From an optimization exercise on the open Yosys and OpenROAD flow, aimed at small area and a short achievable clock period; shortcuts taken in it are not production practice.
No activity file was given, so power comes from the tool's default toggle rates.

Design arm7_execute, start of the top module:
module arm7_execute (
	input             clk,
	input      [31:0] instr_i,   
	input      [31:0] rn_i,      
	input      [31:0] rd_i,      
	input      [31:0] rs_i,      
	input      [31:0] rm_i,      
	input      [31:0] pc_i,      
	input      [3:0]  nzcv_i,    
	output     [31:0] result_o,
	output     [3:0]  nzcv_o,
	output reg        wb_o,
	output reg        exec_o
);
Size in the first run: about 3100 cells after synthesis, ~200 flip-flops, about 26000 sq um of cells after synthesis.
==> module bshift, before the edit <==
module bshift(instr_bit_25, imm_value, Rm, Rs, cin, operand2, c_to_alu);
	input        instr_bit_25;
	input [11:0] imm_value;
	input [31:0] Rm;
	input [7:0]  Rs;
	input        cin;
	output [31:0] operand2;
	output        c_to_alu;
	wire [2:0] sh       = imm_value[6:4];
	wire       reg_form = sh[0];
	wire [7:0] amt  = reg_form ? Rs : {3'd0, imm_value[11:7]};
	wire [4:0] a5   = amt[4:0];
	wire       hi   = |amt[7:5];                  
	wire       az   = ~hi & (a5 == 5'd0);         
	wire       a32  = (amt[7:5] == 3'd1) & (a5 == 5'd0);
	wire       le64 = (amt[7:6] == 2'd0) | (amt == 8'd64);
	wire       lsl  = (sh[2:1] == 2'd0);
	wire       lsr  = (sh[2:1] == 2'd1);
	wire       asr  = (sh[2:1] == 2'd2);
	wire       ror  = (sh[2:1] == 2'd3);
	wire       rrx  = ror & ~reg_form & (a5 == 5'd0);
	wire       sign = Rm[31];
	wire       imm  = instr_bit_25;
	wire [31:0] src = imm ? {24'd0, imm_value[7:0]} : Rm;
	wire        pre = ~imm & lsl;
	wire [4:0]  r   = imm ? {imm_value[11:8], 1'b0} :
	                  rrx ? 5'd1 : (a5 ^ {5{lsl}});
	wire [31:0] sp = pre  ? {src[0],    src[31:1]}  : src;
	wire [31:0] s0 = r[0] ? {sp[0],     sp[31:1]}   : sp;
	wire [31:0] s1 = r[1] ? {s0[1:0],   s0[31:2]}   : s0;
	wire [31:0] s2 = r[2] ? {s1[3:0],   s1[31:4]}   : s1;
	wire [31:0] s3 = r[3] ? {s2[7:0],   s2[31:8]}   : s2;
	wire [31:0] rot = r[4] ? {s3[15:0], s3[31:16]}  : s3;
	wire m_ones = imm | ((ror | az) & ~rrx);
	wire m_left = ~imm & lsl & ~az & ~hi;
	wire m_right = ~imm & ((lsr & ~az & ~hi) | (asr & ~az & ~hi) | rrx |
	                       (asr & hi & ~a32 & sign & le64 & (amt != 8'd64)));
	wire [4:0] ma = rrx ? 5'd1 : a5;
	wire [31:0] rmask = 32'hffffffff >> ma;
	wire [31:0] lmask = 32'hffffffff << ma;
	wire [31:0] M = {32{m_ones}} | ({32{m_left}} & lmask) | ({32{m_right}} & rmask);
	wire f1   = ~imm & asr & hi;                  
	wire fill = ~imm & ((asr & ~az & ~hi) | (asr & a32) ? sign : (rrx ? cin : 1'b0));
	assign operand2 = ((rot | {32{f1}}) & M) | ({32{fill}} & ~M);
	wire c_rot31 = imm ? (imm_value[11:8] != 4'd0) :
	               ((lsr | asr) & ~az & ~hi) | (lsr & a32) | rrx | (ror & ~rrx & (a5 != 5'd0));
	wire c_rot0  = ~imm & lsl & ~az & (~hi | a32);
	wire c_const = (imm | az | (ror & ~rrx)) ? cin :
	               (asr & hi & le64) ? sign : 1'b0;
	assign c_to_alu = c_rot31 ? rot[31] : c_rot0 ? rot[0] : c_const;
endmodule
export LEC_CHECK = 0
export CAP_MARGIN = 20
export CORE_MARGIN = 2
export CORE_UTILIZATION = 40
export SLEW_MARGIN = 20
export TNS_END_PERCENT = 0
create_clock -name core_clock -period 13.0 [get_ports {clk}]
standard.sh (not shown) runs the stock make flow with config.mk's settings and CLKGATE_MAP_FILE= SYNTH_SCRIPT=/design/flow/synth_recipe.tcl, a recipe that flattens the netlist after the stock synthesis.
==> flow/flow/run.sh <==
#!/bin/bash
set -euo pipefail
MARGIN=$(cat flow/margin)
bash standard.sh SETUP_SLACK_MARGIN=$MARGIN \
  "BUFFER_PORTS_ARGS=-buffer_cell sky130_fd_sc_hd__buf_2" finish > flow_standard.log 2>&1
==> flow/flow/margin <==
8
Next try:
--- a/flow/design.v
+++ b/flow/design.v
@@ -37,4 +37,6 @@
 	output [31:0] operand2;
 	output        c_to_alu;
+	wire   [31:0] reg_out;
+	wire          reg_c;
 	wire [2:0] sh       = imm_value[6:4];
 	wire       reg_form = sh[0];
@@ -51,5 +53,5 @@
 	wire       rrx  = ror & ~reg_form & (a5 == 5'd0);
 	wire       sign = Rm[31];
-	wire       imm  = instr_bit_25;
+	wire       imm  = 1'b0;   
 	wire [31:0] src = imm ? {24'd0, imm_value[7:0]} : Rm;
 	wire        pre = ~imm & lsl;
@@ -67,10 +69,16 @@
 	                       (asr & hi & ~a32 & sign & le64 & (amt != 8'd64)));
 	wire [4:0] ma = rrx ? 5'd1 : a5;
-	wire [31:0] rmask = 32'hffffffff >> ma;
-	wire [31:0] lmask = 32'hffffffff << ma;
+	reg  [31:0] lmask, rmask;
+	integer i;
+	always @* begin
+		for (i = 0; i < 32; i = i + 1) begin
+			lmask[i]      = (ma <= i);
+			rmask[31 - i] = (ma <= i);
+		end
+	end
 	wire [31:0] M = {32{m_ones}} | ({32{m_left}} & lmask) | ({32{m_right}} & rmask);
 	wire f1   = ~imm & asr & hi;                  
 	wire fill = ~imm & ((asr & ~az & ~hi) | (asr & a32) ? sign : (rrx ? cin : 1'b0));
-	assign operand2 = ((rot | {32{f1}}) & M) | ({32{fill}} & ~M);
+	assign reg_out = ((rot | {32{f1}}) & M) | ({32{fill}} & ~M);
 	wire c_rot31 = imm ? (imm_value[11:8] != 4'd0) :
 	               ((lsr | asr) & ~az & ~hi) | (lsr & a32) | rrx | (ror & ~rrx & (a5 != 5'd0));
@@ -78,5 +86,14 @@
 	wire c_const = (imm | az | (ror & ~rrx)) ? cin :
 	               (asr & hi & le64) ? sign : 1'b0;
-	assign c_to_alu = c_rot31 ? rot[31] : c_rot0 ? rot[0] : c_const;
+	assign reg_c = c_rot31 ? rot[31] : c_rot0 ? rot[0] : c_const;
+	wire [4:0]  ri = {imm_value[11:8], 1'b0};
+	wire [31:0] i0 = {24'd0, imm_value[7:0]};
+	wire [31:0] i1 = ri[1] ? {i0[1:0],   i0[31:2]}   : i0;
+	wire [31:0] i2 = ri[2] ? {i1[3:0],   i1[31:4]}   : i1;
+	wire [31:0] i3 = ri[3] ? {i2[7:0],   i2[31:8]}   : i2;
+	wire [31:0] iv = ri[4] ? {i3[15:0],  i3[31:16]}  : i3;
+	wire        ic = (imm_value[11:8] == 4'd0) ? cin : iv[31];
+	assign operand2 = instr_bit_25 ? iv : reg_out;
+	assign c_to_alu = instr_bit_25 ? ic : reg_c;
 endmodule
 module cond(nzcv, condition_code, will_this_be_executed);
Wire length rises by a few percent.
Core utilization falls by 1.2 points.
Clock skew rises by 0.0063 ns.
Total power falls by a few percent.
Cell area rises slightly.
Register-to-register slack degrades by 0.05 ns.
First-iteration DRC count rises by about a fifth.
Function was not checked in any run of this note: the RTL went through the layout flow alone.

[re-timing with driven ports]
No port has a modelled driver above. Below, the same layouts with a new extraction and two added sets of constraints. Step 1 sets driving cells, clkbuf_16 on the clock port and buf_2 on the other inputs (assumed; they add their load-dependent delay and slew). Step 2 moves the port delays by t, midway between the first and last clock arrival at a register: inputs arrive t later, outputs are due t later. That takes back most of the time a late clock gives input paths. Three values: no drivers, after step 1, after step 2; two values: the first two.
| run | t, ns | setup WS [ns] | worst setup path at the end | pins driven straight from the clock port |
|---|---|---|---|---|
| the first run | 0.546 | 7.164 / 7.199 / 6.652 | input to register | 1 |
| the second run | 0.545 | 7.177 / 7.177 / 6.725 | input to register | 1 |
After both steps every run listed still meets setup and hold. For the first run, which loses most, drivers alone change the setup slack by +0.035 ns; drivers and shift together by -0.512 ns.
